Context: an optimization exercise on an open-source flow, tuned for a short achievable clock period and few clock cycles. The choices shown serve that exercise and are no tape-out recipe.
RTL that was checked went through simulation tests only; none was proved equivalent to the original.
No functional check of the RTL was part of runs 1 to 5.
No activity file was given, so power comes from the tool's default toggle rates.

==> flow/design.v, too long to show whole: its modules and the start of the top module <==
// module x2: 3 lines
// module mj3: 3 lines
// module mul_pipe: 3523 lines
// module gcell: 4 lines
// module gcell_g: 3 lines
// module kx2: 3 lines
// module ks_add32: 302 lines
// module MIPS_Pipe: 300 lines
// module dff_r: 9 lines
// module dff: 7 lines
// module beq_cmp: 16 lines
// module eq32: 3 lines
// module late_sel: 7 lines
// module fwd3: 7 lines
// module fwd_slice: 13 lines
// module stall_calc: 13 lines
// module inc4: 16 lines
// module and2m: 3 lines
// module btb_lookup: 22 lines
// module btb_match: 8 lines
// module add10: 3 lines
// module dec5: 6 lines
// module rd10: 9 lines
// module ao7: 8 lines
module MIPS_Pipe (
    input  clk, reset,
    input  [31:0] imem_rdata,
    input  [31:0] dmem_rdata,
    output [31:0] imem_addr,
    output [31:0] dmem_addr,
    output [31:0] dmem_wdata,
    output dmem_we
);
  // ...
==> flow/flow/run.sh <==
#!/bin/bash
set -euo pipefail
MARGIN=$(cat flow/setup_margin)
RES=orfs/results/${FLOW_PLATFORM}/MIPS_Pipe/base
bash standard.sh SETUP_SLACK_MARGIN="$MARGIN" 3_3_place_gp > flow_make_place.log 2>&1
openroad -no_init -exit -threads "${NUM_CORES:-8}" flow/move_out_regs.tcl > flow_move_out_regs.log 2>&1
bash standard.sh SETUP_SLACK_MARGIN="$MARGIN" > flow_make_rest.log 2>&1
==> flow/flow/move_out_regs.tcl <==
# Move each flip-flop that drives an output port's buffer next to that buffer.
set odb orfs/results/$::env(FLOW_PLATFORM)/MIPS_Pipe/base/3_3_place_gp.odb
read_db $odb
set block [ord::get_db_block]
set core [$block getCoreArea]
set cx [expr {([$core xMin] + [$core xMax]) / 2}]
set cy [expr {([$core yMin] + [$core yMax]) / 2}]
set moved 0
foreach bt [$block getBTerms] {
  if {[$bt getIoType] ne "OUTPUT"} { continue }
  set net [$bt getNet]
  set buf ""
  foreach it [$net getITerms] { if {[$it isOutputSignal]} { set buf [$it getInst] } }
  if {$buf eq ""} { continue }
  set innet ""
  foreach it [$buf getITerms] { if {[$it isInputSignal]} { set innet [$it getNet] } }
  if {$innet eq ""} { continue }
  set ff ""
  set nload 0
  foreach it [$innet getITerms] {
    if {[$it isOutputSignal]} { set ff [$it getInst] } else { incr nload }
  }
  if {$ff eq "" || $nload != 1} { continue }
  if {![string match "*df*" [[$ff getMaster] getName]]} { continue }
  set loc [$buf getLocation]
  set x [lindex $loc 0]
  set y [lindex $loc 1]
  # a few microns from the buffer, towards the core centre
  set dx [expr {$cx > $x ? 3000 : -3000}]
  set dy [expr {$cy > $y ? 3000 : -3000}]
  $ff setLocation [expr {$x + $dx}] [expr {$y + $dy}]
  $ff setPlacementStatus PLACED
  incr moved
  puts "moved [$ff getName] next to [$buf getName] for [$bt getName]"
}
puts "moved $moved flip-flops"
write_db $odb
==> flow/flow/setup_margin <==
8.5
==> flow/standard.sh <==
#!/bin/bash
# synth_recipe.tcl (not shown) runs the flow's synth.tcl, then flattens the netlist and writes it again
# the make line also repeats each setting of config.mk as NAME=value (left out here)
make -C /OpenROAD-flow-scripts/flow DESIGN_CONFIG=/design/flow/config.mk WORK_HOME=/design/flow/orfs CLKGATE_MAP_FILE= SYNTH_SCRIPT=/design/flow/synth_recipe.tcl "${@:-finish}"
==> flow/config.mk <==
export PLATFORM = sky130hd
export DESIGN_NAME = MIPS_Pipe
export DESIGN_NICKNAME = MIPS_Pipe
export VERILOG_FILES = /design/flow/design.v
export SDC_FILE = /design/flow/constraint.sdc
export NUM_CORES = 8
export LEC_CHECK = 0
export CAP_MARGIN = 20
export CORE_MARGIN = 2
export CORE_UTILIZATION = 50
export CTS_CLUSTER_DIAMETER = 60
export CTS_CLUSTER_SIZE = 20
export SLEW_MARGIN = 20
export SYNTH_HIERARCHICAL = 1
==> flow/constraint.sdc <==
create_clock -name core_clock -period 12.0 [get_ports {clk}]
set_input_delay 2.4000 -clock core_clock [delete_from_list [all_inputs] [get_ports {clk}]]
set_output_delay 2.4000 -clock core_clock [all_outputs]
set_load 0.01 [all_outputs]
==> metrics.yaml, run 1 <==
pwr:
  p_per_area_nw_per_um2: 131
  cellLeakagePower_nw: 62.7
  clock_power_share: 0.333
  p_seq_mw: 9.00
clocking:
  cts-root-buf: "clkbuf_16"
  clkLatencyLatePin_ns: 0.89
  ctsResizeCount: 1060
routing:
  totalWireLength_mm: 505
  drt_iter0_drc: 11800
critical_path:
  crit_cells: 12
  start_kind: "input port"
  cp_data_arrival_time_ns: 4.49
  required_ns: 12.59
  reg2reg_to: "pc_out.q[27]"
  cp_num_buf_inv: 4
floorplanning:
  initial_core_util: 0.503
  num_rows: 182
  dieArea_um2: 252000
min_path:
  hold_depth: 0
cells_and_area:
  fin_util: 0.578
  design.seq.count: 2142
  seq_area_um2: 57900
  fin_nets: 11000
  multi_input_area_share: 0.474
  clkbuf_count: 212
  signal_buffers: 657
  largest_reg_flops: 1024
placement:
  dp.cells: 13700
sta:
  finalHoldViolations: 0
  holdWs_ns: 0.333
  grt_setup_unrepaired: "true"
  slew_violations: 0
  finalSetupTns_ns: 0
global_routing:
  antenna_found_initial: 42
  met1_usage: 0.518
status:
  status: "no timing/DRC/antenna violations"
==> module MIPS_Pipe, before the edit <==
module MIPS_Pipe (
    input  clk, reset,
    input  [31:0] imem_rdata,
    input  [31:0] dmem_rdata,
    output [31:0] imem_addr,
    output [31:0] dmem_addr,
    output [31:0] dmem_wdata,
    output dmem_we
);
genvar k;
reg  [31:0] pc_f;
wire [31:0] pc_in;
wire [31:0] pc_in_o;
dff #(.W(32)) pc_out (.clk(clk), .d(pc_in_o), .q(imem_addr));
reg z, boot;
always @(posedge clk) z <= ~reset;
always @(posedge clk or negedge reset)
    if (!reset) boot <= 1'b1;
    else boot <= 1'b0;
wire fetch_ok = ~boot | z;
reg        btb_v   [0:15];
reg  [5:0] btb_tag [0:15];
reg  [9:0] btb_tgt [0:15];
reg        upd_v, upd_t;
reg  [3:0] upd_idx;
reg  [5:0] upd_tag;
reg  [9:0] upd_tgt;
wire [3:0]  f_idx  = pc_f[5:2];
wire        j_f    = (imem_rdata[31:26] == 6'b000010);
wire        f_hit;
wire [9:0]  btgt_f;
wire [15:0] btb_vv;
wire [95:0] btb_tags;
wire [159:0] btb_tgts;
generate for (k = 0; k < 16; k = k + 1) begin : btbw
    assign btb_vv[k] = btb_v[k];
    assign btb_tags[6*k+5:6*k] = btb_tag[k];
    assign btb_tgts[10*k+9:10*k] = btb_tgt[k];
end endgenerate
btb_lookup btb_lk (.pc(pc_f[11:2]), .v(btb_vv), .tags(btb_tags), .tgts(btb_tgts),
                   .hit(f_hit), .tgt(btgt_f));
wire [31:0] pcp4_f;
inc4 inc_f (.a(pc_f), .y(pcp4_f));
wire [31:0] jt_f   = {pcp4_f[31:28], imem_rdata[25:0], 2'b00};
wire [31:0] btb_pc_f = {pc_f[31:12], btgt_f, 2'b00};
wire        predt_f = f_hit & ~j_f;
wire [29:0] immp1_f = {{14{imem_rdata[15]}}, imem_rdata[15:0]} + 30'd1;
wire [31:0] immx_f  = {immp1_f, 2'b00};
wire [5:0]  op_f  = imem_rdata[31:26];
wire [5:0]  fn_f  = imem_rdata[5:0];
wire is_r_f    = (op_f == 6'b000000);
wire is_addi_f = (op_f == 6'b001000);
wire is_lw_f   = (op_f == 6'b100011);
wire is_sw_f   = (op_f == 6'b101011);
wire is_beq_f  = (op_f == 6'b000100);
wire use_imm_f = is_addi_f | is_lw_f | is_sw_f;
wire [4:0] dst_f = is_r_f ? imem_rdata[15:11] : imem_rdata[20:16];
wire [18:0] dec_f = {
    is_r_f & (fn_f == 6'b011100),                        
    is_r_f & (fn_f == 6'b101010),                        
    is_r_f & (fn_f == 6'b100101),                        
    is_r_f & (fn_f == 6'b100100),                        
    is_r_f & (fn_f == 6'b100010),                        
    use_imm_f | (is_r_f & (fn_f == 6'b100000)),          
    dst_f,                                               
    (is_r_f | is_addi_f | is_lw_f) & (dst_f != 5'd0),    
    is_r_f | is_beq_f,                                   
    is_r_f | use_imm_f | is_beq_f,                       
    use_imm_f,                                           
    is_beq_f,                                            
    is_sw_f,                                             
    is_lw_f,                                             
    predt_f & ~is_beq_f                                  
};
reg         valid_d;
reg  [31:0] instr_d, pc_d;
reg  [18:0] dec_d;
reg   [9:0] btgt_d;
reg         predt_d;
reg  [31:0] immx_d;
wire [31:0] pcp4_d;
inc4 inc_d (.a(pc_d), .y(pcp4_d));
wire [4:0]  rs_d  = instr_d[25:21];
wire [4:0]  rt_d  = instr_d[20:16];
wire [31:0] imm_d = {{16{instr_d[15]}}, instr_d[15:0]};
wire mul_d     = dec_d[18];
wire slt_d     = dec_d[17];
wire or_d      = dec_d[16];
wire and_d     = dec_d[15];
wire sub_d     = dec_d[14];
wire add_d     = dec_d[13];
wire [4:0] dst_d = dec_d[12:8];
wire wr_d      = dec_d[7];
wire uses_rt_d = dec_d[6];
wire uses_rs_d = dec_d[5];
wire use_imm_d = dec_d[4];
wire is_beq_d  = dec_d[3];
wire is_sw_d   = dec_d[2];
wire is_lw_d   = dec_d[1];
wire fix_d     = dec_d[0];
reg        wr_e, lw_e, mul_e, sw_e;
reg  [4:0] dst_e;
reg        wr_m, lw_m, mul_m;
reg  [4:0] dst_m;
reg        wr_w;
reg  [4:0] dst_w;
reg [31:0] res_m, res_w;
wire [31:0] mul_p;
wire [31:0] res_mc, res_wr;
wire [31:0] res_w_d = lw_m ? dmem_rdata : mul_m ? mul_p : res_m;
dff #(.W(32)) res_wr_u (.clk(clk), .d(res_w_d), .q(res_wr));
wire [31:0] wdata_w = res_wr;
reg [31:0] rf [1:31];
reg [31:1] rf_ok;
wire [31:0] rf_rs = (rs_d == 5'd0) ? 32'd0 :
                    (wr_w && dst_w == rs_d) ? wdata_w : (rf[rs_d] & {32{rf_ok[rs_d]}});
wire [31:0] rf_rt = (rt_d == 5'd0) ? 32'd0 :
                    (wr_w && dst_w == rt_d) ? wdata_w : (rf[rt_d] & {32{rf_ok[rt_d]}});
wire [4:0] rs_f = imem_rdata[25:21];
wire [31:1] rs_f_hot;
wire [309:0] rf_lo10;
generate for (k = 1; k < 32; k = k + 1) begin : rflo
    assign rf_lo10[10*(k-1)+9:10*(k-1)] = rf[k][9:0];
end endgenerate
dec5 rs_f_dec (.a(rs_f), .y(rs_f_hot));
wire [9:0] base10_f;
rd10 rs_f_rd (.sel(rs_f_hot & rf_ok), .d(rf_lo10), .y(base10_f));
wire rs_e_hit = wr_e && dst_e == rs_d;
wire rt_e_hit = wr_e && dst_e == rt_d;
wire rs_m_hit = wr_m && dst_m == rs_d;
wire rt_m_hit = wr_m && dst_m == rt_d;
wire [2:0] stall_x;
generate for (k = 0; k < 3; k = k + 1) begin : stl
    stall_calc u (.valid(valid_d), .uses_rs(uses_rs_d), .uses_rt(uses_rt_d), .is_sw(is_sw_d),
        .rs(rs_d), .rt(rt_d), .wr_e(wr_e), .lw_e(lw_e), .mul_e(mul_e), .dst_e(dst_e),
        .stall(stall_x[k]));
end endgenerate
wire stall_pc = stall_x[0];
wire stall_dr = stall_x[1];
wire stall_d  = stall_x[2];
wire [31:0] bt_d;
wire bt_cout;
ks_add32 bt_add (.a(pc_d), .b(immx_d), .cin(1'b0), .s(bt_d), .cout(bt_cout));
wire redir_d  = valid_d & ~stall_d  & fix_d;
wire redir_pc = valid_d & ~stall_pc & fix_d;
wire hold_pc = stall_pc | ~fetch_ok | ~reset;
wire s_hold = hold_pc;
wire s_rd   = ~hold_pc & redir_pc;
wire s_j    = ~hold_pc & ~redir_pc & j_f;
wire s_b    = ~hold_pc & ~redir_pc & ~j_f & f_hit;
wire s_p    = ~hold_pc & ~redir_pc & ~j_f & ~f_hit;
reg  [9:0] base10_d;
reg        el_e;
reg        wl_v;
reg  [4:0] wl_dst;
reg  [9:0] wl_val;
wire rs_w_hit  = wr_w && dst_w == rs_d;
wire rs_l_hit  = wl_v && wl_dst == rs_d;
wire [9:0] imm10 = instr_d[9:0];
wire [9:0] a10_m, a10_w, a10_l, a10_r;
add10 ad_m (.a(res_m[9:0]), .b(imm10), .y(a10_m));
add10 ad_w (.a(res_w[9:0]), .b(imm10), .y(a10_w));
add10 ad_l (.a(wl_val),     .b(imm10), .y(a10_l));
add10 ad_r (.a(base10_d),   .b(imm10), .y(a10_r));
wire [9:0] addr10_d = (rs_d == 5'd0) ? imm10 : rs_m_hit ? a10_m :
                      rs_w_hit ? a10_w : rs_l_hit ? a10_l : a10_r;
wire el_d = valid_d & is_lw_d & ~rs_e_hit & ~(rs_m_hit & (lw_m | mul_m)) & ~sw_e & ~lw_e;
wire [3:0] sel_next = {rs_e_hit, ~rs_e_hit & rs_m_hit,
                       ~use_imm_d & rt_e_hit, ~use_imm_d & ~rt_e_hit & rt_m_hit};
reg  [31:0] opa_e, opb_e, sd_e, bt_e, pcp4_e;
reg   [9:0] btgt_e;
reg  [19:0] pch_e;
reg         fa_m_e, fa_w_e, fb_m_e, fb_w_e, fs_m_e, fs_w_e, fs_l_e;
reg         add_e, sub_e, and_e, or_e, slt_e, beq_e, predt_e;
reg   [9:0] bpc_e;
wire [31:0] a_e, b_e, s_e;
generate for (k = 0; k < 4; k = k + 1) begin : fwd
    fwd_slice #(.W(8)) a (.clk(clk), .sm_d(sel_next[3]), .sw_d(sel_next[2]),
        .m(res_m[8*k+7:8*k]), .w(res_w[8*k+7:8*k]), .r(opa_e[8*k+7:8*k]), .y(a_e[8*k+7:8*k]));
    fwd_slice #(.W(8)) b (.clk(clk), .sm_d(sel_next[1]), .sw_d(sel_next[0]),
        .m(res_m[8*k+7:8*k]), .w(res_w[8*k+7:8*k]), .r(opb_e[8*k+7:8*k]), .y(b_e[8*k+7:8*k]));
end endgenerate
fwd3 fwd_s (.sm(fs_m_e), .sw(fs_w_e), .m(res_mc), .w(res_w), .r(sd_e),  .y(s_e));
wire [31:0] sum_e, diff_e;
wire        c_sum_e, c_diff_e;
ks_add32 add_u (.a(a_e), .b(b_e),  .cin(1'b0), .s(sum_e),  .cout(c_sum_e));
ks_add32 sub_u (.a(a_e), .b(~b_e), .cin(1'b1), .s(diff_e), .cout(c_diff_e));
wire        lt_e   = ~c_diff_e;    
wire [31:0] alu_e  = ({32{add_e}} & sum_e) | ({32{sub_e}} & diff_e) |
                     ({32{and_e}} & (a_e & b_e)) | ({32{or_e}} & (a_e | b_e)) |
                     {31'd0, slt_e & lt_e} | ({32{el_e}} & dmem_rdata);
wire taken_e;
beq_cmp cmp_u (.res_m(res_mc), .res_w(res_w), .opa(opa_e), .opb(opb_e),
               .fa_m(fa_m_e), .fa_w(fa_w_e), .fb_m(fb_m_e), .fb_w(fb_w_e),
               .taken(taken_e));
wire tmatch_e = (pch_e == bt_e[31:12]) & (btgt_e == bt_e[11:2]);
wire redir_t = beq_e & ~(predt_e & tmatch_e);    
wire redir_n = beq_e & predt_e;                  
wire [31:0] pc_t, pc_n;
ao7 pcsel_t (.s({redir_t, {5{~redir_t}} & {s_hold, s_rd, s_j, s_b, s_p}}),
             .x6(bt_e), .x5(pc_f), .x4(pcp4_d), .x3(jt_f), .x2(btb_pc_f), .x1(pcp4_f), .y(pc_t));
ao7 pcsel_n (.s({redir_n, {5{~redir_n}} & {s_hold, s_rd, s_j, s_b, s_p}}),
             .x6(pcp4_e), .x5(pc_f), .x4(pcp4_d), .x3(jt_f), .x2(btb_pc_f), .x1(pcp4_f), .y(pc_n));
wire vd = stall_d ? valid_d : ~redir_d;
wire b0 = stall_d | ~valid_d;
wire valid_d_next, bubble_d;
late_sel #(.W(34)) tsel_u (.s(taken_e),
    .x1({pc_t, ~redir_t & vd, redir_t | b0}),
    .x0({pc_n, ~redir_n & vd, redir_n | b0}),
    .y({pc_in, valid_d_next, bubble_d}));
late_sel #(.W(32)) tsel_o (.s(taken_e), .x1(pc_t), .x0(pc_n), .y(pc_in_o));
mul_pipe mul_u (.clk(clk), .res_m(res_mc), .res_w(res_w),
                .opa(opa_e), .opb(opb_e), .sel_d(sel_next), .p(mul_p));
reg  [31:0] sd_m;
reg         we_m;
dff #(.W(32)) addr_out (.clk(clk), .d(el_d ? {22'd0, addr10_d} : alu_e), .q(dmem_addr));
dff #(.W(32)) res_mc_u (.clk(clk), .d(alu_e),   .q(res_mc));
assign dmem_wdata = sd_m;
assign dmem_we    = we_m;
integer i;
always @(posedge clk or negedge reset) begin
    if (!reset) begin
        pc_f <= 32'd0;
        valid_d <= 1'b0;
        predt_d <= 1'b0;
        wr_e <= 1'b0; lw_e <= 1'b0; mul_e <= 1'b0; dst_e <= 5'd0; el_e <= 1'b0;
        sw_e <= 1'b0; beq_e <= 1'b0; predt_e <= 1'b0;
        wr_m <= 1'b0; lw_m <= 1'b0; mul_m <= 1'b0; dst_m <= 5'd0; we_m <= 1'b0;
        wr_w <= 1'b0; dst_w <= 5'd0;
        for (i = 0; i < 16; i = i + 1) btb_v[i] <= 1'b0;
        upd_v <= 1'b0;
        rf_ok <= 31'd0;
        wl_v  <= 1'b0;
    end else begin
        pc_f    <= pc_in;
        valid_d <= valid_d_next & fetch_ok;
        if (!stall_dr) predt_d <= predt_f;
        wr_e  <= wr_d & ~bubble_d;
        lw_e  <= is_lw_d & ~el_d & ~bubble_d;
        el_e  <= el_d & ~bubble_d;
        mul_e <= mul_d & ~bubble_d;
        sw_e  <= is_sw_d & ~bubble_d;
        beq_e <= is_beq_d & ~bubble_d;
        dst_e <= dst_d;
        predt_e <= predt_d;
        wr_m  <= wr_e;
        lw_m  <= lw_e;
        mul_m <= mul_e;
        dst_m <= dst_e;
        we_m  <= sw_e;
        wr_w  <= wr_m;
        dst_w <= dst_m;
        if (wr_w) rf_ok[dst_w] <= 1'b1;
        wl_v  <= wr_w;
        upd_v  <= redir_n | (beq_e & taken_e);
        if (upd_v) btb_v[upd_idx] <= upd_t;
    end
end
always @(posedge clk) begin
    base10_d <= stall_dr ? (rs_w_hit ? wdata_w[9:0] : rs_l_hit ? wl_val : base10_d) : base10_f;
    wl_dst   <= dst_w;
    wl_val   <= wdata_w[9:0];
    if (!stall_dr) begin
        instr_d <= imem_rdata;
        dec_d   <= dec_f;
        pc_d    <= pc_f;
        btgt_d  <= btgt_f;
        immx_d  <= immx_f;
    end
    add_e <= add_d & ~el_d;
    sub_e <= sub_d;
    and_e <= and_d;
    or_e  <= or_d;
    slt_e <= slt_d;
    {fa_m_e, fa_w_e, fb_m_e, fb_w_e} <= sel_next;
    fs_m_e <= rt_e_hit & ~lw_e;
    fs_w_e <= ~rt_e_hit & rt_m_hit;
    fs_l_e <= rt_e_hit & lw_e;
    opa_e  <= rf_rs;
    opb_e  <= use_imm_d ? imm_d : rf_rt;
    sd_e   <= rf_rt;
    bt_e   <= bt_d;
    pcp4_e <= pcp4_d;
    btgt_e <= btgt_d;
    pch_e  <= pc_d[31:12];
    bpc_e  <= pc_d[11:2];
    res_m  <= alu_e;
    if (wr_w) rf[dst_w] <= wdata_w;
    sd_m   <= fs_l_e ? dmem_rdata : s_e;
    res_w  <= res_w_d;
    upd_idx  <= bpc_e[3:0];
    upd_tag  <= bpc_e[9:4];
    upd_tgt  <= bt_e[11:2];
    upd_t    <= taken_e;
    if (upd_v) begin
        btb_tag[upd_idx] <= upd_tag;
        btb_tgt[upd_idx] <= upd_tgt;
    end
end
endmodule
==> inputs of run 2 (changes only) <==
--- a/flow/design.v
+++ b/flow/design.v
@@ -3963,3 +3963,3 @@
 generate for (k = 1; k < 32; k = k + 1) begin : rflo
-    assign rf_lo10[10*(k-1)+9:10*(k-1)] = rf[k][9:0];
+    assign rf_lo10[10*(k-1)+9:10*(k-1)] = rf[k][9:0] & {10{rf_ok[k]}};
 end endgenerate
@@ -3967,3 +3967,3 @@
 wire [9:0] base10_f;
-rd10 rs_f_rd (.sel(rs_f_hot & rf_ok), .d(rf_lo10), .y(base10_f));
+rd10 rs_f_rd (.sel(rs_f_hot), .d(rf_lo10), .y(base10_f));
 wire rs_e_hit = wr_e && dst_e == rs_d;
@@ -3992,3 +3992,5 @@
 wire s_p    = ~hold_pc & ~redir_pc & ~j_f & ~f_hit;
-reg  [9:0] base10_d;
+reg  [9:0] raw10, base10_d;
+reg        fresh_d;
+wire [9:0] base10_e = fresh_d ? raw10 : base10_d;
 reg        el_e;
@@ -4004,3 +4006,3 @@
 add10 ad_l (.a(wl_val),     .b(imm10), .y(a10_l));
-add10 ad_r (.a(base10_d),   .b(imm10), .y(a10_r));
+add10 ad_r (.a(base10_e),   .b(imm10), .y(a10_r));
 wire [9:0] addr10_d = (rs_d == 5'd0) ? imm10 : rs_m_hit ? a10_m :
@@ -4100,3 +4102,5 @@
 always @(posedge clk) begin
-    base10_d <= stall_dr ? (rs_w_hit ? wdata_w[9:0] : rs_l_hit ? wl_val : base10_d) : base10_f;
+    raw10    <= base10_f;
+    fresh_d  <= ~stall_dr;
+    base10_d <= rs_w_hit ? wdata_w[9:0] : rs_l_hit ? wl_val : base10_e;
     wl_dst   <= dst_w;
==> run 2 against run 1 <==
Against the previous run: still clean on timing, DRC and antenna; global-route usage grew 0.28 points; non-clock buffer count shrank 13; clock skew grew 0.0083 ns; combinational power grew 28%; routed wire length grew 2.9%; critical endpoint is now dmem_we; largest power group unchanged.
==> metrics.yaml, run 2 <==
cells_and_area:
  fin_area_um2: 144000
  fin_util: 0.574  # -0.00468
  largestRegisters: "rf (1024), btb_tgt (160), btb_tag (96)"
  mostFrequentLayoutCell: "and2_1"
  top_register: "rf"
  syn2layout_area_growth_pct: 14.0
  fin_nets: 11300  # +3.3%
  instances_no_fill: 14700
  layout-drive-gt1-share: 0.230
  mostFrequentLayoutCells: "and2_1, edfxtp_1, xor2_1"
  largest_reg_flops: 1024  # unchanged
placement:
  place_ws_ns: 6.83
  port_buffers: 162
  dp.cells: 14100  # +3.0%
  gp_congestion: 0.996
  dpl.hpwl_mm: 346
  placed_cell_area_um2: 132000
sta:
  max_freq_mhz: 260
  finalSetupViolations: 0
  slew_headroom: 0.0758
  slew_violations: 0  # unchanged
  post-route-min-period_ns: 3.85
  finalSetupTns_ns: 0  # unchanged
  grt_setup_unrepaired: "true"
  finalHoldViolations: 0  # unchanged
  holdWs_ns: 0.333  # -0.000568 ns
  worst_slew_pin_slew_ns: 1.39
  skew_ns: 0.0905
  setup_ws_ns: 8.15
  timing.final.crit_share: 0.321
global_routing:
  grt_pass1_wl_mm: 710
  grt_max_degree: 135
  grt_overflow: 0
  antenna_found_initial: 57  # +36%
  grt_pass1_vias: 92500
  grtUsageTotal: 0.389
clocking:
  numClockSinks: 2153
  cts-root-buf: "clkbuf_16"
  clkLatencyLatePin_ns: 0.93  # +0.04 ns
  htreeDepth: 4
  clk_path_buf_depth: 3
  clk_pin_slew_ns: 0.08
  cts_tree: "built"
  numCtsBuffers: 172
critical_path:
  crit_slowest_cell: "dfrtp_1"
  crit_chain: "buf_2"
  path_max_fanout: 1
  required_ns: 9.60  # -2.99 ns
  path_class: "reg -> out"
  cp_data_arrival_time_ns: 1.45  # -3.04 ns
  crit_family: "flip-flops"
  start_kind: "flip-flop"
  critPathMaxStageDelay_ns: 0.40
  end_kind: "output port"
  cp_num_buf_inv: 1  # -3
routing:
  wl_per_cell_um: 35.3
  vias: 96000
  vias_per_cell: 6.52
  totalWireLength_mm: 520  # +2.9%
  drc: 0
  dr.pass1.iters: 10
  antenna_left: 0
  drt_iter0_drc: 12600  # +6.9%
pwr:
  irDropWorstVdd_uv: 168
  cellLeakagePower_nw: 63.4  # +1.1%
  power_mw: 19.5
  p_per_area_nw_per_um2: 135  # +3.7%
floorplanning:
  dieArea_um2: 257000  # +2.0%
  num_io_pins: 163
  core_um2: 251000
  num_rows: 184  # +1.1%
  fp.dieW_um: 507
  die_h_um: 507
  initial_core_util: 0.503  # about the same
yosys:
  netlist_area_um2: 127000
  synth.avg_cell_area_um2: 11.6
  ys_warn_count: 13
  synthCells: 10900
min_path:
  min_path_type: "reg -> reg"
job:
  cap_violations: 0
status:
  status: "no timing/DRC/antenna violations"
## run 2: where the power goes
| group | switching, mW | leakage, nW | internal (mW) |
|---|---|---|---|
| combinational | 2.74 | 40.2 | 1.60 |
| clock | 3.14 | 2.94 | 3.08 |
| sequential | 0.662 | 20.3 | 8.30 |
| total | 6.54 | 63.4 | 13.0 |
## run 2: timing repair
action / CTS / global route
hold buffers: 0 / 0
setup endpoints to repair: 613 / 483
cloned: 17 / 12
gates resized for setup: 999 / 522
buffers inserted: 94 / 150
pin swaps: 63 / 173
## run 2: final timing paths
path,startpoint,slack (ns),end,depth (start not counted)
min in group asynchronous,reset,1.33,pc_f[14],1
worst max register to register,bt_e[2],8.37,pc_out.q[29],12
max in group asynchronous,reset,9.53,rf_ok[16],2
worst max-delay path,we_m,8.15,dmem_we,1
worst min-delay path,bpc_e[8],0.33,upd_tag[4],0
worst min register to register,bpc_e[8],0.33,upd_tag[4],0
## run 2: layer usage
layer  vias to the layer above  routed length, µm  GRT usage
li1                      40700                  -          -
met2                      5423             231000      0.596
met5                         -                 88    0.00519
met4                        12              33600      0.213
met1                     48700             205000      0.514
met3                      1206              50700     0.0857
## run 2: final cells by class
type / instances / area [µm²]
fillers: 20900 / 107000
multi-input cells: 8139 / 69200
repair inverters: 1 / 5.00
well taps: 3348 / 4190
flip-flops and latches: 2153 / 58100
inverters: 87 / 330
repair buffers: 644 / 6290
diodes: 30 / 75.1
clock buffers: 218 / 4710
clock inverters: 101 / 1380
==> inputs of run 3 (changes only) <==
--- a/flow/config.mk
+++ b/flow/config.mk
@@ -9,3 +9,3 @@
 export CORE_MARGIN = 2
-export CORE_UTILIZATION = 50
+export CORE_UTILIZATION = 46
 export CTS_CLUSTER_DIAMETER = 60
==> run 3 against run 2 <==
Against the previous run: still clean; power is 2.4% higher; routed wire length rose by 2.2%; worst hold slack got worse by 0.0025 ns; final cell count grew 2.1%; utilization decreased by 3.9 points; register-to-register slack lost 0.07 ns; critical path type unchanged.
==> metrics.yaml, run 3 <==
status:
  status: "no timing/DRC/antenna violations"
yosys:
  synth.avg_cell_area_um2: 11.6  # unchanged
  synthCells: 10900  # unchanged
  netlist_area_um2: 127000  # unchanged
  ys_warn_count: 13  # unchanged
sta:
  timing.final.crit_share: 0.320  # -0.000371
  skew_ns: 0.0698  # -0.0207 ns
  max_freq_mhz: 260  # +0.12%
  finalSetupTns_ns: 0  # unchanged
  grt_setup_unrepaired: "true"
  worst_slew_pin_slew_ns: 1.28  # -0.110 ns
  post-route-min-period_ns: 3.84  # -0.00445 ns
  slew_violations: 0  # unchanged
  slew_headroom: 0.149  # +0.0731
  holdWs_ns: 0.330  # -0.00252 ns
  finalSetupViolations: 0  # unchanged
  finalHoldViolations: 0  # unchanged
critical_path:
  critPathMaxStageDelay_ns: 0.39  # about the same
  path_class: "reg -> out"
  rr_worst_depth: 13  # +1
  crit_family: "flip-flops"
  start_kind: "flip-flop"
  crit_slowest_cell: "dfrtp_1"
  cp_num_buf_inv: 1  # unchanged
  required_ns: 9.60  # about the same
  path_max_fanout: 1  # unchanged
  crit_cells: 1  # unchanged
  crit_chain: "buf_2"
  cp_data_arrival_time_ns: 1.44  # about the same
  end_kind: "output port"
global_routing:
  grt-busiest-layer: "met2"
  use_met2: 0.565  # -0.0304
  grt_overflow: 0  # unchanged
  met1_usage: 0.483  # -0.0305
  grt_max_degree: 77  # -43%
  grtUsageTotal: 0.365  # -0.0245
  use_met3: 0.0639  # -0.0218
  grt_pass1_wl_mm: 724  # +1.9%
  antenna_found_initial: 32  # -44%
  grt_pass1_vias: 93200  # +0.72%
routing:
  wl_per_cell_um: 35.4  # +0.10%
  drt_iter0_drc: 11900  # -5.7%
  totalWireLength_mm: 532  # +2.2%
  vias_per_cell: 6.41  # -1.7%
  vias: 96400  # +0.36%
  dr.pass1.iters: 7  # -3
  antenna_left: 0  # unchanged
  drc: 0  # unchanged
cells_and_area:
  mostFrequentLayoutCell: "and2_1"
  fin_nets: 11400  # +0.53%
  mostFrequentLayoutCells: "and2_1, edfxtp_1, xor2_1"
  top_register: "rf"
  fin_area_um2: 146000  # +1.5%
  filler_cell_count: 23400  # +12%
  largest_reg_flops: 1024  # unchanged
  layout-drive-gt1-share: 0.239  # +0.00873
  syn2layout_area_growth_pct: 15.7
  largestRegisters: "rf (1024), btb_tgt (160), btb_tag (96)"
clocking:
  clk_pin_slew_ns: 0.08  # about the same
  clkLatencyLatePin_ns: 0.94  # about the same
  cts_tree: "built"
  htreeDepth: 4  # unchanged
  cts-root-buf: "clkbuf_16"
  numCtsBuffers: 188  # +9.3%
  numClockSinks: 2153  # unchanged
  clk_path_buf_depth: 4  # +1
pwr:
  cellLeakagePower_nw: 64.2  # +1.2%
  power_mw: 20.0  # +2.4%
  p_per_area_nw_per_um2: 137  # +0.89%
  irDropWorstVdd_uv: 196  # +17%
floorplanning:
  core_um2: 274000  # +8.8%
  initial_core_util: 0.462  # -0.0409
  die_h_um: 528  # +4.2%
  num_io_pins: 163  # unchanged
  fp.dieW_um: 528  # +4.2%
  num_rows: 192  # +4.3%
  dieArea_um2: 279000  # +8.6%
placement:
  dpl.hpwl_mm: 347  # +0.48%
  placed_cell_area_um2: 132000  # +0.10%
  gp_congestion: 0.981  # -1.5%
  port_buffers: 162  # unchanged
min_path:
  hold_depth: 0  # unchanged
  min_path_type: "reg -> reg"
job:
  cap_violations: 0  # unchanged
## run 3: final cells by class
class	count	area (µm²)	area share
Multi-Input combinational cell	8147	70000	0.479
Clock buffer	215	4910	0.0335
Sequential cell	2153	58100	0.397
Timing Repair Buffer	679	6760	0.0462
Timing Repair inverter	2	12.5	0.0000855
Inverter	87	330	0.00226
Antenna cell	33	82.6	0.000564
Tap cell	3589	4490	0.0307
Clock inverter	131	1690	0.0115
## run 3: path summary, 6_finish.rpt
path,startpoint,to,slack (ns)
min,bpc_e[6],upd_tag[2],0.33
max reg2reg,fwd[2].b.sw,addr_out.q[24],8.30
min reg2reg,bpc_e[6],upd_tag[2],0.33
max,we_m,dmem_we,8.16
max in group asynchronous,reset,rf_ok[29],9.44
min in group asynchronous,reset,pc_f[6],1.28
## run 3: stage by stage
stage	std cells	utilization	setup slack [ns]
2_1_floorplan	11000	-	8.15
3_3_place_gp	14300	0.482	6.80
3_5_place_dp	14300	0.482	6.75
4_1_cts	14800	0.521	8.12
5_1_grt	15000	0.535	8.14
6_report	15000	0.535	8.16
## run 3: report_power, final
group / total, mW / switching, mW / leakage, nW / internal (mW)
clock: 6.63 / 3.33 / 3.20 / 3.30
sequential: 9.06 / 0.755 / 20.3 / 8.30
combinational: 4.30 / 2.65 / 40.6 / 1.66
## run 3: what timing repair did
| item | in CTS | in global routing |
|---|---|---|
| pin swaps | 102 | 230 |
| endpoints found under the setup margin | 600 | 380 |
| resized for setup | 1212 | 470 |
| hold buffers | 0 | 0 |
| gates cloned | 27 | 22 |
| buffers inserted | 127 | 154 |
## run 3: routing by layer
layer / wire [µm] / up-vias
met5: 90 / -
met3: 47600 / 1257
met4: 35300 / 12
met1: 211000 / 48900
li1: - / 40900
met2: 238000 / 5330
==> inputs of run 4 (changes only) <==
==> flow/flow/run.sh (replaced) <==
#!/bin/bash
set -euo pipefail
MARGIN=$(cat flow/setup_margin)
CTSD=$(cat flow/cts_buf_distance)
RES=orfs/results/${FLOW_PLATFORM}/MIPS_Pipe/base
bash standard.sh SETUP_SLACK_MARGIN="$MARGIN" CTS_BUF_DISTANCE="$CTSD" 3_3_place_gp > flow_make_place.log 2>&1
openroad -no_init -exit -threads "${NUM_CORES:-8}" flow/move_out_regs.tcl > flow_move_out_regs.log 2>&1
bash standard.sh SETUP_SLACK_MARGIN="$MARGIN" CTS_BUF_DISTANCE="$CTSD" > flow_make_rest.log 2>&1
==> flow/flow/cts_buf_distance (new file) <==
150
==> run 4 against run 3 <==
Against the previous run: global-route usage rose by 0.097 points; sequential share of layout area fell by 0.053 points; first-iteration DRC count rose by 0.50%; cell area barely moved; sequential power barely moved; non-clock buffer count rose by 49; combinational power rose by 1%; via count rose by 0.70%; register-to-register slack got worse by 0.06 ns; critical endpoint unchanged; largest cell class unchanged; largest power group unchanged.
==> metrics.yaml, run 4 <==
critical_path:
  crit_chain: "buf_2"
  path_max_fanout: 1  # unchanged
  crit_slowest_cell: "dfrtp_1"
  cp_data_arrival_time_ns: 1.46  # +0.02 ns
  critPathMaxStageDelay_ns: 0.39  # about the same
  path_class: "reg -> out"
  start_kind: "flip-flop"
  crit_start: "we_m"
  required_ns: 9.60  # about the same
  rr_worst_depth: 13  # unchanged
  end_kind: "output port"
  reg2reg_to: "addr_out.q[29]"
  timing.rr.start: "fwd[3].b.sw"
  crit_family: "flip-flops"
  rrSetupSlack_ns: 8.24  # -0.06 ns
  cp_num_buf_inv: 1  # unchanged
min_path:
  worstHoldEndpoint: "upd_tag[2]"
  min_path_type: "reg -> reg"
  hold_depth: 0  # unchanged
  hold_start: "bpc_e[6]"
routing:
  drt_iter0_drc: 11900  # +0.50%
  totalWireLength_mm: 533  # +0.30%
  vias_per_cell: 6.43  # +0.34%
  antenna_left: 0  # unchanged
  drc: 0  # unchanged
  dr.pass1.iters: 9  # +2
  wl_per_cell_um: 35.3  # about the same
  vias: 97100  # +0.70%
sta:
  finalHoldViolations: 0  # unchanged
  max_freq_mhz: 259  # -0.51%
  slew_violations: 0  # unchanged
  finalSetupTns_ns: 0  # unchanged
  timing.final.crit_share: 0.322  # +0.00166
  grt_setup_unrepaired: "true"
  slew_headroom: 0.113  # -0.0362
  post-route-min-period_ns: 3.86  # +0.0199 ns
  skew_ns: 0.0917  # +0.0219 ns
  setup_ws_ns: 8.14  # -0.0199 ns
  worst_slew_pin_slew_ns: 1.33  # +0.0543 ns
  finalSetupViolations: 0  # unchanged
yosys:
  synth.avg_cell_area_um2: 11.6  # unchanged
  ys_warn_count: 13  # unchanged
  netlist_area_um2: 127000  # unchanged
  synthCells: 10900  # unchanged
placement:
  port_buffers: 162  # unchanged
  gp_congestion: 0.981  # unchanged
  dpl.hpwl_mm: 347  # unchanged
  placed_cell_area_um2: 132000  # unchanged
  place_ws_ns: 6.75  # unchanged
pwr:
  p_switching_mw: 6.72  # -0.24%
  irDropWorstVdd_uv: 190  # -3.2%
  p_per_area_nw_per_um2: 137  # +0.44%
  power.internal_mw: 13.4  # +0.92%
  p_seq_frac: 0.450  # -0.003
  cellLeakagePower_nw: 64.4  # +0.44%
  p_comb_frac: 0.217  # +0.002
  swShare: 0.334  # -0.00258
  clock_power_share: 0.334  # +0.002
floorplanning:
  die_h_um: 528  # unchanged
  num_io_pins: 163  # unchanged
  num_rows: 192  # unchanged
  initial_core_util: 0.462  # unchanged
  fp.dieW_um: 528  # unchanged
  dieArea_um2: 279000  # unchanged
  core_um2: 274000  # unchanged
cells_and_area:
  seq_area_um2: 58000  # about the same
  fin_area_um2: 147000  # about the same
  filler_cell_count: 23500  # +0.30%
  fin_nets: 11400  # +0.49%
  mostFrequentLayoutCells: "and2_1, edfxtp_1, xor2_1"
  largest_reg_flops: 1024  # unchanged
  largestRegisters: "rf (1024), btb_tgt (160), btb_tag (96)"
  fin_util: 0.535  # about the same
  top_register: "rf"
  layout-drive-gt1-share: 0.239  # +0.000332
  syn2layout_area_growth_pct: 15.8  # about the same
  multi_input_comb_area_um2: 69700  # -0.52%
  mostFrequentLayoutCell: "and2_1"
global_routing:
  grt_overflow: 0  # unchanged
  grtUsageTotal: 0.366  # +0.000968
  grt_pass1_vias: 93500  # +0.33%
  antenna_found_initial: 42  # +31%
  grt_pass1_wl_mm: 725  # +0.13%
  grt_max_degree: 77  # unchanged
clocking:
  cts_tree: "built"
  numClockSinks: 2153  # unchanged
  clk_path_buf_depth: 5  # +1
  numCtsBuffers: 196  # +4.3%
  cts-root-buf: "clkbuf_16"
  htreeDepth: 4  # unchanged
  clkLatencyLatePin_ns: 0.97  # +0.03 ns
  cts_hold_buf: 0  # unchanged
  clk_pin_slew_ns: 0.08  # about the same
status:
  status: "no timing/DRC/antenna violations"
job:
  cap_violations: 0  # unchanged
-- run 4: what timing repair did --
item,4_1_cts,5_1_grt
endpoints found under the setup margin,602,390
setup buffers,141,192
cloned,26,20
pin swaps,119,213
gates resized for setup,1217,401
-- run 4: metrics by stage --
| stage | hold WS [ns] | cells | power, mW |
|---|---|---|---|
| after floorplan | 0.310 | 11000 | 11.2 |
| after global placement | 0.311 | 14300 | 12.9 |
| after detailed placement | 0.312 | 14300 | 13.0 |
| after CTS | 0.330 | 14800 | 19.8 |
| after global routing | 0.335 | 15100 | 20.6 |
| final | 0.330 | 15100 | 20.1 |
-- run 4: routing by layer --
layer  track usage  wire length, µm  up-vias
li1              -                -    41000
met1         0.482           212000    49300
met2         0.565           237000     5403
met3        0.0681            47600     1359
met4         0.211            36600       22
met5             0              147        -
-- run 4: how the worst max path moves through the flow --
stage,endpoint,slack [ns],depth (start not counted)
after floorplan,pc_f[8],8.15,8
final,dmem_we,8.14,1
after global placement,raw10[3],6.80,7
after CTS,dmem_we,8.11,1
after detailed placement,raw10[9],6.75,6
after global routing,dmem_we,8.10,1
-- run 4: cell type report --
| type | count | share of cell area |
|---|---|---|
| inverter | 87 | 0.00225 |
| clock inverter | 126 | 0.0109 |
| clock buffer | 223 | 0.0349 |
| antenna | 36 | 0.000615 |
| multi-input combinational | 8146 | 0.476 |
| timing repair inverter | 2 | 0.0000854 |
| sequential | 2153 | 0.396 |
| tap | 3589 | 0.0307 |
| timing repair buffer | 728 | 0.0489 |
-- run 4: power by group through the flow --
stage / clock network, mW / logic (mW) / registers (mW)
after floorplan: 0 / 2.38 / 8.81
after global placement: 0 / 3.73 / 9.20
after detailed placement: 0 / 3.77 / 9.19
after CTS: 6.78 / 3.98 / 9.04
after global routing: 7.04 / 4.55 / 9.05
final: 6.71 / 4.35 / 9.04
==> inputs of run 5 (changes only) <==
--- a/flow/config.mk
+++ b/flow/config.mk
@@ -9,3 +9,3 @@
 export CORE_MARGIN = 2
-export CORE_UTILIZATION = 46
+export CORE_UTILIZATION = 50
 export CTS_CLUSTER_DIAMETER = 60
==> run 5 against run 4 <==
Against the previous run: still clean; clock power shrank 6.4%; worst hold slack gained 0.0033 ns; non-clock buffer count shrank 32; register-to-register slack gained 0.20 ns; worst setup slack gained 0.079 ns; cell area shrank 0.74%.
==> metrics.yaml, run 5 <==
cells_and_area:
  mostFrequentLayoutCell: "and2_1"
  largestRegisters: "rf (1024), btb_tgt (160), btb_tag (96)"
  top_register: "rf"
  largest_reg_flops: 1024  # unchanged
  fin_area_um2: 145000  # -0.74%
  syn2layout_area_growth_pct: 14.9
  fin_nets: 11400  # -0.52%
  fin_util: 0.578  # +0.0430
  mostFrequentLayoutCells: "and2_1, edfxtp_1, xor2_1"
  instances_no_fill: 14800  # -2.1%
  layout-drive-gt1-share: 0.237  # -0.00201
pwr:
  swShare: 0.334  # -0.000580
  p_seq_frac: 0.457  # +0.007
  p_comb_frac: 0.223  # +0.006
  power.internal_mw: 13.1  # -2.2%
  irDropWorstVdd_uv: 149  # -22%
  clock_power_share: 0.320  # -0.014
  p_switching_mw: 6.55  # -2.5%
  p_per_area_nw_per_um2: 135  # -1.6%
  cellLeakagePower_nw: 63.9  # -0.79%
  power_mw: 19.6  # -2.3%
global_routing:
  antenna_found_initial: 58  # +38%
  use_met2: 0.602  # +0.0370
  grt-busiest-layer: "met2"
  grt_pass1_wl_mm: 713  # -1.6%
  grtUsageTotal: 0.389  # +0.0233
  grt_max_degree: 135  # +75%
  grt_overflow: 0  # unchanged
  grt_pass1_vias: 92900  # -0.64%
  use_met3: 0.0810  # +0.0129
  met1_usage: 0.516  # +0.0341
routing:
  totalWireLength_mm: 524  # -1.7%
  wl_per_cell_um: 35.5  # +0.38%
  drc: 0  # unchanged
  antenna_left: 0  # unchanged
  vias_per_cell: 6.56  # +2.0%
  dr.pass1.iters: 7  # -2
  vias: 96900  # -0.12%
  drt_iter0_drc: 12600  # +5.0%
floorplanning:
  die_h_um: 507  # -4.1%
  fp.dieW_um: 507  # -4.1%
  num_rows: 184  # -4.2%
  dieArea_um2: 257000  # -7.9%
  initial_core_util: 0.503  # +0.0409
  core_um2: 251000  # -8.1%
  num_io_pins: 163  # unchanged
sta:
  worst_slew_pin_slew_ns: 1.24  # -0.0898 ns
  grt_setup_unrepaired: "true"
  skew_ns: 0.133  # +0.0409 ns
  finalSetupViolations: 0  # unchanged
  max_freq_mhz: 264  # +2.1%
  finalSetupTns_ns: 0  # unchanged
  slew_headroom: 0.164  # +0.0511
  slew_violations: 0  # unchanged
  finalHoldViolations: 0  # unchanged
  timing.final.crit_share: 0.315  # -0.00662
  post-route-min-period_ns: 3.78  # -0.0794 ns
critical_path:
  end_kind: "output port"
  rr_worst_depth: 8  # -5
  path_class: "reg -> out"
  path_max_fanout: 1  # unchanged
  crit_start: "we_m"
  start_kind: "flip-flop"
  crit_slowest_cell: "dfrtp_1"
  required_ns: 9.60  # about the same
  crit_family: "flip-flops"
  crit_end: "dmem_we"
  crit_chain: "buf_2"
  reg2reg_to: "opb_e[8]"
  crit_cells: 1  # unchanged
  cp_num_buf_inv: 1  # unchanged
  cp_data_arrival_time_ns: 1.38  # -0.08 ns
  rrSetupSlack_ns: 8.44  # +0.20 ns
  critPathMaxStageDelay_ns: 0.40  # about the same
placement:
  gp_congestion: 0.996  # +1.5%
  port_buffers: 162  # unchanged
  placed_cell_area_um2: 132000  # -0.10%
  dpl.hpwl_mm: 346  # -0.48%
  dp.cells: 14100  # -1.6%
yosys:
  synth.avg_cell_area_um2: 11.6  # unchanged
  synthCells: 10900  # unchanged
  ys_warn_count: 13  # unchanged
  netlist_area_um2: 127000  # unchanged
clocking:
  cts_tree: "built"
  clk_pin_slew_ns: 0.08  # about the same
  clkLatencyLatePin_ns: 0.87  # -0.10 ns
  numCtsBuffers: 176  # -10%
  numClockSinks: 2153  # unchanged
  clk_path_buf_depth: 4  # -1
  htreeDepth: 4  # unchanged
  cts_hold_buf: 0  # unchanged
  cts-root-buf: "clkbuf_16"
min_path:
  hold_depth: 0  # unchanged
  min_path_type: "reg -> reg"
job:
  cap_violations: 0  # unchanged
status:
  status: "no timing/DRC/antenna violations"
run 5: how the worst min path moves through the flow:
stage	startpoint	end	slack, ns
floorplan	bpc_e[0]	upd_idx[0]	0.31
global placement	bpc_e[6]	upd_tag[2]	0.32
detailed placement	bpc_e[6]	upd_tag[2]	0.31
CTS	bpc_e[8]	upd_tag[4]	0.33
global route	bpc_e[5]	upd_tag[1]	0.35
finish	bpc_e[8]	upd_tag[4]	0.33
run 5: power by group through the flow:
stage	sequential [mW]	clock, mW	combinational (mW)
after floorplan	8.81	0	2.38
after global placement	9.13	0	3.80
after detailed placement	9.10	0	3.86
after CTS	8.94	6.31	4.04
after global routing	8.98	6.57	4.56
final	8.96	6.28	4.39
run 5: per-stage QoR:
| step | setup WS (ns) | hold slack (ns) |
|---|---|---|
| 2_1_floorplan | 8.15 | 0.310 |
| 3_3_place_gp | 6.80 | 0.317 |
| 3_5_place_dp | 6.83 | 0.312 |
| 4_1_cts | 8.20 | 0.334 |
| 5_1_grt | 8.19 | 0.348 |
| 6_report | 8.22 | 0.333 |
run 5: what timing repair did:
action                     4_1_cts  5_1_grt
gates resized for setup       1054      563
setup endpoints to repair      618      458
pin swaps                       83      213
cloned                          22       14
hold endpoints to repair         0        0
buffers inserted               125      165
run 5: per-layer routing:
layer / part of all wire / up-vias
met5: 0.000090 / -
met4: 0.066 / 6
met3: 0.10 / 1329
met2: 0.44 / 5888
met1: 0.39 / 48900
li1: - / 40800
run 5: cell type report:
class	instances	area, µm²
inverters	87	330
repair buffers	696	7040
diodes	33	82.6
clock inverters	96	1240
well taps	3348	4190
flip-flops and latches	2153	58100
clock buffers	225	4880
fillers	20800	106000
repair inverters	1	5.00
multi-input cells	8140	69600
==> inputs of run 6 (changes only) <==
--- a/flow/design.v
+++ b/flow/design.v
@@ -3919,2 +3919,3 @@
 reg   [9:0] btgt_d;
+reg         same_d;    
 reg         predt_d;
@@ -4014,2 +4015,3 @@
 reg   [9:0] btgt_e;
+reg         same_e;
 reg  [19:0] pch_e;
@@ -4039,4 +4041,4 @@
 wire tmatch_e = (pch_e == bt_e[31:12]) & (btgt_e == bt_e[11:2]);
-wire redir_t = beq_e & ~(predt_e & tmatch_e);    
-wire redir_n = beq_e & predt_e;                  
+wire redir_t = beq_e & (predt_e ? ~tmatch_e : ~same_e);
+wire redir_n = beq_e & predt_e & ~(same_e & tmatch_e);
 wire [31:0] pc_t, pc_n;
@@ -4112,2 +4114,3 @@
         btgt_d  <= btgt_f;
+        same_d  <= (imem_rdata[15:0] == 16'd0);
         immx_d  <= immx_f;
@@ -4129,2 +4132,3 @@
     btgt_e <= btgt_d;
+    same_e <= same_d;
     pch_e  <= pc_d[31:12];
==> flow/flow/cts_buf_distance (replaced) <==
200
==> run 6 against run 5 <==
Against the previous run: still clean; global-route usage up 0.56 points; sequential power fell by 0.8%; cell area is essentially flat; synthesized cell count fell by 4.0%; critical path type unchanged; largest power group unchanged.
==> metrics.yaml, run 6 <==
status:
  status: "no timing/DRC/antenna violations"
critical_path:
  rrSetupSlack_ns: 8.46  # +0.02 ns
  rr_worst_depth: 5  # -3
  cp_num_buf_inv: 1  # unchanged
  end_kind: "output port"
  cp_data_arrival_time_ns: 1.36  # -0.02 ns
  required_ns: 9.60  # about the same
  path_max_fanout: 1  # unchanged
  crit_chain: "buf_6"
  reg2reg_to: "opb_e[9]"
  crit_slowest_cell: "dfxtp_2"
  path_class: "reg -> out"
  critPathMaxStageDelay_ns: 0.33  # -0.07 ns
  start_kind: "flip-flop"
  crit_family: "flip-flops"
sta:
  max_freq_mhz: 266  # +0.68%
  finalHoldViolations: 0  # unchanged
  finalSetupViolations: 0  # unchanged
  post-route-min-period_ns: 3.76  # -0.0255 ns
  skew_ns: 0.135  # +0.00282 ns
  slew_headroom: 0.176  # +0.0125
  worst_slew_pin_slew_ns: 1.24  # -0.00565 ns
  slew_violations: 0  # unchanged
  timing.final.crit_share: 0.313  # -0.00212
  grt_setup_unrepaired: "true"
  finalSetupTns_ns: 0  # unchanged
yosys:
  netlist_area_um2: 126000  # -0.70%
  synthCells: 10500  # -4.0%
  synth.avg_cell_area_um2: 12.0  # +3.4%
  ys_warn_count: 13  # unchanged
min_path:
  hold_depth: 0  # unchanged
  hold_start: "btgt_d[8]"
  worstHoldEndpoint: "btgt_e[8]"
  min_path_type: "reg -> reg"
floorplanning:
  num_io_pins: 163  # unchanged
  num_rows: 184  # unchanged
  dieArea_um2: 255000  # -0.69%
  core_um2: 251000  # -0.27%
  fp.dieW_um: 505  # -0.35%
  initial_core_util: 0.501  # -0.00214
  die_h_um: 505  # -0.35%
placement:
  gp_congestion: 0.997  # about the same
  placed_cell_area_um2: 131000  # -0.27%
  dpl.hpwl_mm: 342  # -1.2%
  port_buffers: 162  # unchanged
clocking:
  clkLatencyLatePin_ns: 0.91  # +0.04 ns
  clk_pin_slew_ns: 0.09  # about the same
  htreeDepth: 4  # unchanged
  cts-root-buf: "clkbuf_16"
  cts_hold_buf: 0  # unchanged
  numCtsBuffers: 180  # +2.3%
  clk_path_buf_depth: 4  # unchanged
  numClockSinks: 2155  # +0.093%
  cts_tree: "built"
pwr:
  p_per_area_nw_per_um2: 131  # -2.7%
  irDropWorstVdd_uv: 142  # -4.8%
  power_mw: 19.1  # -2.7%
  cellLeakagePower_nw: 63.3  # -1.1%
global_routing:
  grtUsageTotal: 0.395  # +0.00560
  grt_pass1_vias: 91900  # -1.1%
  grt_pass1_wl_mm: 715  # +0.37%
  grt_max_degree: 71  # -47%
  antenna_found_initial: 59  # +1.7%
  grt_overflow: 0  # unchanged
routing:
  totalWireLength_mm: 526  # +0.38%
  drc: 0  # unchanged
  antenna_left: 0  # unchanged
  vias: 95800  # -1.2%
  drt_iter0_drc: 13200  # +5.4%
  vias_per_cell: 6.65  # +1.3%
  wl_per_cell_um: 36.5  # +2.9%
  dr.pass1.iters: 7  # unchanged
cells_and_area:
  mostFrequentLayoutCell: "and2_1"
  syn2layout_area_growth_pct: 15.7
  mostFrequentLayoutCells: "and2_1, xor2_1, edfxtp_1"
  top_register: "rf"
  largestRegisters: "rf (1024), btb_tgt (160), btb_tag (96)"
  largest_reg_flops: 1024  # unchanged
  fin_nets: 11000  # -3.5%
  layout-drive-gt1-share: 0.260  # +0.0224
  fin_area_um2: 145000  # about the same
job:
  cap_violations: 0  # unchanged
-- run 6: routing by layer --
layer,track usage,wire length (µm),vias up
met1,0.526,206000,48500
met4,0.221,36400,24
met3,0.102,56900,1433
met2,0.586,226000,6167
met5,0,217,-
li1,-,-,39600
-- run 6: layout make-up --
class | instances | area (µm²)
Antenna cell | 53 | 133
Clock buffer | 222 | 4900
Clock inverter | 110 | 1520
Fill cell | 20500 | 105000
Inverter | 81 | 308
Multi-Input combinational cell | 7736 | 69100
Sequential cell | 2155 | 58100
Tap cell | 3348 | 4190
Timing Repair Buffer | 706 | 7130
Timing Repair inverter | 2 | 12.5
-- run 6: how the worst max path moves through the flow --
stage | cells after the start | slack, ns | to | from
detailed placement | 6 | 6.57 | raw10[0] | imem_rdata[21]
finish | 1 | 8.24 | imem_addr[2] | pc_out.q[2]
CTS | 1 | 8.20 | imem_addr[8] | pc_out.q[8]
global placement | 6 | 6.65 | raw10[0] | imem_rdata[21]
global route | 1 | 8.20 | imem_addr[2] | pc_out.q[2]
floorplan | 8 | 8.14 | pc_f[8] | imem_rdata[28]
-- run 6: metrics by stage --
stage | utilization | hold WS [ns] | setup WS (ns) | cells
2_1_floorplan | - | 0.310 | 8.14 | 10500
3_3_place_gp | 0.524 | 0.313 | 6.65 | 13700
3_5_place_dp | 0.524 | 0.312 | 6.57 | 13700
4_1_cts | 0.561 | 0.291 | 8.20 | 14200
5_1_grt | 0.580 | 0.304 | 8.20 | 14400
6_report | 0.580 | 0.299 | 8.24 | 14400
-- run 6: power breakdown --
group,switching (mW),leakage (nW),total [mW],internal [mW]
combinational,2.28,39.9,3.70,1.42
sequential,0.619,20.3,8.89,8.27
clock,3.21,3.10,6.51,3.30
total,6.11,63.3,19.1,13.0
-- run 6: timing repair --
action,CTS,global route
setup endpoints to repair,640,454
resized for setup,1042,582
pin swaps,75,272
cloned,20,15
setup buffers,88,176
Testbench counts of run 6, summed over its fixed seeds: cycles 112,410.
==> inputs of run 7 (changes only) <==
==> flow/flow/cts_buf_distance (replaced) <==
150
--- a/flow/config.mk
+++ b/flow/config.mk
@@ -9,3 +9,3 @@
 export CORE_MARGIN = 2
-export CORE_UTILIZATION = 50
+export CORE_UTILIZATION = 58
 export CTS_CLUSTER_DIAMETER = 60
==> run 7 against run 6 <==
Against the previous run: clock skew is 0.081 ns lower; worst hold slack better by 0.031 ns; synthesized area stayed put; fmax is 0.70% higher; sequential power hardly changed; clock power is 7.4% lower; final cell count is 4.0% lower; worst setup slack better by 0.026 ns; flip-flop and latch count stayed put; first-iteration DRC count is 7.7% higher; critical path depth stayed put; largest cell class unchanged.
==> metrics.yaml, run 7 <==
status:
  status: "no timing/DRC/antenna violations"
cells_and_area:
  instances_no_fill: 13800  # -4.0%
  layout-drive-gt1-share: 0.259  # -0.000392
  syn2layout_area_growth_pct: 14.4
  mostFrequentLayoutCell: "and2_1"
  fin_area_um2: 144000  # -1.1%
  fin_util: 0.668  # +0.0885
  filler_cell_count: 15800  # -23%
  mostFrequentLayoutCells: "and2_1, xor2_1, edfxtp_1"
  fin_nets: 10900  # -0.54%
  largest_reg_flops: 1024  # unchanged
  top_register: "rf"
  largestRegisters: "rf (1024), btb_tgt (160), btb_tag (96)"
sta:
  finalHoldViolations: 0  # unchanged
  timing.final.crit_share: 0.311  # -0.00218
  slew_violations: 0  # unchanged
  finalSetupTns_ns: 0  # unchanged
  post-route-min-period_ns: 3.73  # -0.0262 ns
  grt_setup_unrepaired: "true"
  worst_slew_pin_slew_ns: 1.29  # +0.0545 ns
  finalSetupViolations: 0  # unchanged
  max_freq_mhz: 268  # +0.70%
  slew_headroom: 0.138  # -0.0384
  skew_ns: 0.0545  # -0.0809 ns
critical_path:
  crit_family: "flip-flops"
  cp_num_buf_inv: 1  # unchanged
  path_max_fanout: 1  # unchanged
  critPathMaxStageDelay_ns: 0.39  # +0.06 ns
  rrSetupSlack_ns: 8.27  # -0.19 ns
  required_ns: 9.60  # about the same
  rr_worst_depth: 7  # +2
  crit_start: "we_m"
  end_kind: "output port"
  reg2reg_to: "opa_e[13]"
  crit_cells: 1  # unchanged
  crit_slowest_cell: "dfrtp_1"
  cp_data_arrival_time_ns: 1.33  # -0.03 ns
  path_class: "reg -> out"
  crit_end: "dmem_we"
  start_kind: "flip-flop"
  crit_chain: "buf_6"
global_routing:
  grt_max_degree: 111  # +56%
  grt_pass1_wl_mm: 700  # -2.1%
  antenna_found_initial: 61  # +3.4%
  grt_overflow: 0  # unchanged
  grt_pass1_vias: 94000  # +2.3%
  grtUsageTotal: 0.445  # +0.0500
floorplanning:
  die_h_um: 469  # -7.1%
  num_rows: 170  # -7.6%
  core_um2: 215000  # -14%
  initial_core_util: 0.584  # +0.0831
  num_io_pins: 163  # unchanged
  fp.dieW_um: 469  # -7.1%
  dieArea_um2: 220000  # -14%
clocking:
  numCtsBuffers: 171  # -5.0%
  clkLatencyLatePin_ns: 0.84  # -0.07 ns
  clk_path_buf_depth: 4  # unchanged
  numClockSinks: 2155  # unchanged
  cts_tree: "built"
  cts-root-buf: "clkbuf_16"
  clk_pin_slew_ns: 0.08  # about the same
  htreeDepth: 4  # unchanged
yosys:
  ys_warn_count: 13  # unchanged
  synth.avg_cell_area_um2: 12.0  # unchanged
  netlist_area_um2: 126000  # unchanged
  synthCells: 10500  # unchanged
pwr:
  irDropWorstVdd_uv: 161  # +14%
  clock_power_share: 0.324  # -0.017
  p_switching_mw: 6.00  # -1.8%
  p_per_area_nw_per_um2: 129  # -1.5%
  p_seq_frac: 0.479  # +0.013
  power.internal_mw: 12.6  # -2.9%
  p_comb_frac: 0.197  # +0.003
  swShare: 0.322  # +0.00248
  cellLeakagePower_nw: 62.7  # -0.87%
placement:
  placed_cell_area_um2: 131000  # -0.46%
  gp_congestion: 1.01  # +1.2%
  port_buffers: 162  # unchanged
  dpl.hpwl_mm: 343  # +0.41%
  dp.cells: 13200  # -3.6%
routing:
  totalWireLength_mm: 511  # -2.9%
  dr.pass1.iters: 8  # +1
  vias: 97000  # +1.2%
  wl_per_cell_um: 36.9  # +1.1%
  drc: 0  # unchanged
  antenna_left: 0  # unchanged
  drt_iter0_drc: 14200  # +7.7%
  vias_per_cell: 7.01  # +5.4%
job:
  cap_violations: 0  # unchanged
min_path:
  min_path_type: "reg -> reg"
==> run 7: cell types whose count changed in the layout (fill, tap and decap cells not counted), sizes merged <==
cell           before  now
clkinv             41   35
clkdlybuf4s15       1    2
o21ai             272  273
nor2              163  162
clkdlybuf4s50      39   38
clkbuf            239  244
bufbuf              6    3
dlygate4sd2        10    8
o21a                3    2
nand2b             29   28
inv               130  127
bufinv             10    2
diode              53   64
buf               630  577
==> run 7: layout make-up <==
type,instances,area [µm²],area share
well taps,2838,3550,0.0247
clock buffers,217,4630,0.0322
flip-flops and latches,2155,58000,0.404
inverters,81,312,0.00217
multi-input cells,7734,69200,0.482
repair buffers,658,6630,0.0461
repair inverters,2,12.5,0.0000871
diodes,64,160,0.00111
clock inverters,93,1160,0.00810
==> run 7: timing repair <==
| item | in CTS | in global routing |
|---|---|---|
| setup endpoints to repair | 645 | 473 |
| resized for setup | 1106 | 595 |
| setup buffers | 62 | 141 |
| gates cloned | 19 | 12 |
| hold buffers | 0 | 0 |
| pin swaps | 65 | 233 |
==> run 7: metal layers <==
layer | share of wire | global-route usage | vias up
met2 | 0.43 | 0.669 | 7330
met4 | 0.097 | 0.340 | 38
li1 | - | - | 39500
met5 | 0.00064 | 0.00822 | -
met1 | 0.35 | 0.538 | 48100
met3 | 0.12 | 0.134 | 2011
==> run 7: worst min-delay path by stage <==
stage	start	endpoint	cells after the start
after global placement	bpc_e[0]	upd_idx[0]	0
final	bpc_e[9]	upd_tag[5]	0
after global routing	bpc_e[8]	upd_tag[4]	0
after CTS	bpc_e[9]	upd_tag[5]	0
after floorplan	bpc_e[0]	upd_idx[0]	0
after detailed placement	bpc_e[9]	upd_tag[5]	0
==> run 7: power by group through the flow <==
| stage | clock network (mW) | registers [mW] | logic, mW |
|---|---|---|---|
| finish | 6.03 | 8.91 | 3.67 |
| global route | 6.28 | 8.92 | 3.80 |
| CTS | 6.03 | 8.86 | 3.34 |
| detailed placement | 0 | 9.02 | 3.20 |
| global placement | 0 | 9.04 | 3.13 |
| floorplan | 0 | 8.78 | 1.94 |
==> run 7: metrics by stage <==
step / total power, mW / hold slack (ns) / setup slack [ns]
final: 18.6 / 0.329 / 8.27
after global routing: 19.0 / 0.344 / 8.24
after CTS: 18.2 / 0.330 / 8.26
after detailed placement: 12.2 / 0.315 / 6.73
after global placement: 12.2 / 0.314 / 6.75
after floorplan: 10.7 / 0.310 / 8.14
==> inputs of run 8 (changes only) <==
--- a/flow/config.mk
+++ b/flow/config.mk
@@ -9,4 +9,4 @@
 export CORE_MARGIN = 2
-export CORE_UTILIZATION = 58
-export CTS_CLUSTER_DIAMETER = 60
+export CORE_UTILIZATION = 50
+export CTS_CLUSTER_DIAMETER = 100
 export CTS_CLUSTER_SIZE = 20
==> run 8 against run 7 <==
Against the previous run: still clean; worst setup slack better by 0.023 ns; utilization is 10 points lower; final cell count is 3.1% higher; via count is 1.8% lower; first-iteration DRC count is 4.9% lower; largest cell class unchanged; highest routed layer unchanged.
==> metrics.yaml, run 8 <==
status:
  status: "no timing/DRC/antenna violations"
global_routing:
  use_met2: 0.586  # -0.0835
  grt_max_degree: 71  # -36%
  grt-busiest-layer: "met2"
  antenna_found_initial: 68  # +11%
  met1_usage: 0.526  # -0.0121
  grt_pass1_vias: 91200  # -2.9%
  grtUsageTotal: 0.393  # -0.0524
  grt_pass1_wl_mm: 712  # +1.6%
  use_met3: 0.0985  # -0.0357
  grt_overflow: 0  # unchanged
sta:
  slew_headroom: 0.131  # -0.00667
  finalHoldViolations: 0  # unchanged
  max_freq_mhz: 270  # +0.63%
  finalSetupTns_ns: 0  # unchanged
  worst_slew_pin_slew_ns: 1.30  # +0.0131 ns
  post-route-min-period_ns: 3.71  # -0.0233 ns
  skew_ns: 0.0857  # +0.0312 ns
  timing.final.crit_share: 0.309  # -0.00195
  grt_setup_unrepaired: "true"
  slew_violations: 0  # unchanged
  finalSetupViolations: 0  # unchanged
placement:
  gp_congestion: 0.997  # -1.2%
  port_buffers: 162  # unchanged
  dp.cells: 13700  # +3.7%
  dpl.hpwl_mm: 342  # -0.41%
critical_path:
  timing.rr.start: "bt_e[22]"
  cp_data_arrival_time_ns: 1.31  # -0.02 ns
  crit_end: "dmem_we"
  crit_family: "flip-flops"
  crit_start: "we_m"
  end_kind: "output port"
  crit_slowest_cell: "dfrtp_1"
  reg2reg_to: "pc_out.q[12]"
  critPathMaxStageDelay_ns: 0.36  # -0.03 ns
  path_max_fanout: 1  # unchanged
  path_class: "reg -> out"
  rrSetupSlack_ns: 8.38  # +0.11 ns
  required_ns: 9.60  # about the same
  cp_num_buf_inv: 1  # unchanged
  start_kind: "flip-flop"
  rr_worst_depth: 12  # +5
  crit_chain: "buf_2"
  crit_cells: 1  # unchanged
cells_and_area:
  mostFrequentLayoutCells: "and2_1, xor2_1, edfxtp_1"
  instances_no_fill: 14300  # +3.1%
  layout-drive-gt1-share: 0.247  # -0.0123
  fin_nets: 10900  # -0.19%
  syn2layout_area_growth_pct: 13.5
  mostFrequentLayoutCell: "and2_1"
  largest_reg_flops: 1024  # unchanged
  largestRegisters: "rf (1024), btb_tgt (160), btb_tag (96)"
  top_register: "rf"
pwr:
  power_mw: 17.6  # -5.3%
  swShare: 0.321  # -0.00135
  p_comb_frac: 0.208  # +0.011
  cellLeakagePower_nw: 62.0  # -1.2%
  p_switching_mw: 5.66  # -5.7%
  p_per_area_nw_per_um2: 124  # -4.5%
  p_seq_frac: 0.505  # +0.026
  clock_power_share: 0.287  # -0.037
  irDropWorstVdd_uv: 163  # +1.1%
  power.internal_mw: 12.0  # -5.1%
routing:
  drc: 0  # unchanged
  antenna_left: 0  # unchanged
  vias_per_cell: 6.67  # -4.8%
  vias: 95300  # -1.8%
  dr.pass1.iters: 8  # unchanged
  wl_per_cell_um: 36.8  # -0.34%
  totalWireLength_mm: 525  # +2.8%
  drt_iter0_drc: 13500  # -4.9%
floorplanning:
  core_um2: 251000  # +17%
  die_h_um: 505  # +7.6%
  initial_core_util: 0.501  # -0.0831
  dieArea_um2: 255000  # +16%
  num_rows: 184  # +8.2%
  num_io_pins: 163  # unchanged
  fp.dieW_um: 505  # +7.6%
clocking:
  numClockSinks: 2155  # unchanged
  clk_path_buf_depth: 4  # unchanged
  cts-root-buf: "clkbuf_16"
  htreeDepth: 4  # unchanged
  clkLatencyLatePin_ns: 0.84  # about the same
  cts_tree: "built"
  numCtsBuffers: 139  # -19%
  clk_pin_slew_ns: 0.08  # about the same
yosys:
  netlist_area_um2: 126000  # unchanged
  ys_warn_count: 13  # unchanged
  synth.avg_cell_area_um2: 12.0  # unchanged
  synthCells: 10500  # unchanged
min_path:
  min_path_type: "reg -> reg"
job:
  cap_violations: 0  # unchanged
## run 8: cell type report
class / instances / area [µm²]
Antenna cell: 44 / 110
Timing Repair Buffer: 669 / 6660
Timing Repair inverter: 2 / 12.5
Clock inverter: 31 / 430
Multi-Input combinational cell: 7734 / 69000
Inverter: 81 / 308
Sequential cell: 2155 / 58100
Fill cell: 20800 / 108000
Tap cell: 3348 / 4190
Clock buffer: 212 / 3800
## run 8: per-stage QoR
step | instance area (µm²) | utilization | setup WS, ns | hold slack (ns)
floorplan | 126000 | - | 8.14 | 0.310
global placement | 131000 | 0.524 | 6.65 | 0.313
detailed placement | 131000 | 0.524 | 6.57 | 0.312
CTS | 138000 | 0.552 | 8.26 | 0.337
global route | 142000 | 0.568 | 8.27 | 0.349
finish | 143000 | 0.569 | 8.29 | 0.335
## run 8: worst min-delay path by stage
stage,from,endpoint,depth (start not counted),slack (ns)
2_1_floorplan,bpc_e[0],upd_idx[0],0,0.31
6_report,bpc_e[5],upd_tag[1],0,0.34
5_1_grt,bpc_e[9],upd_tag[5],0,0.35
3_5_place_dp,bpc_e[4],upd_tag[0],0,0.31
3_3_place_gp,bpc_e[8],upd_tag[4],0,0.31
4_1_cts,bpc_e[5],upd_tag[1],0,0.34
## run 8: power groups by stage
stage	Combinational [mW]	Sequential [mW]	Clock, mW
4_1_cts	3.38	8.87	5.08
6_report	3.67	8.89	5.05
3_5_place_dp	3.23	9.03	0
2_1_floorplan	1.94	8.78	0
5_1_grt	3.82	8.92	5.33
3_3_place_gp	3.17	9.07	0
## run 8: timing repair
action / CTS / global route
hold buffers: 0 / 0
resized for setup: 1050 / 545
pin swaps: 74 / 244
buffers inserted: 82 / 147
gates cloned: 14 / 18
setup endpoints to repair: 656 / 439
## run 8: layer usage
layer,vias up,share of wire
met3,1347,0.11
met1,48400,0.39
li1,39400,-
met5,-,0.00083
met2,5992,0.43
met4,42,0.067
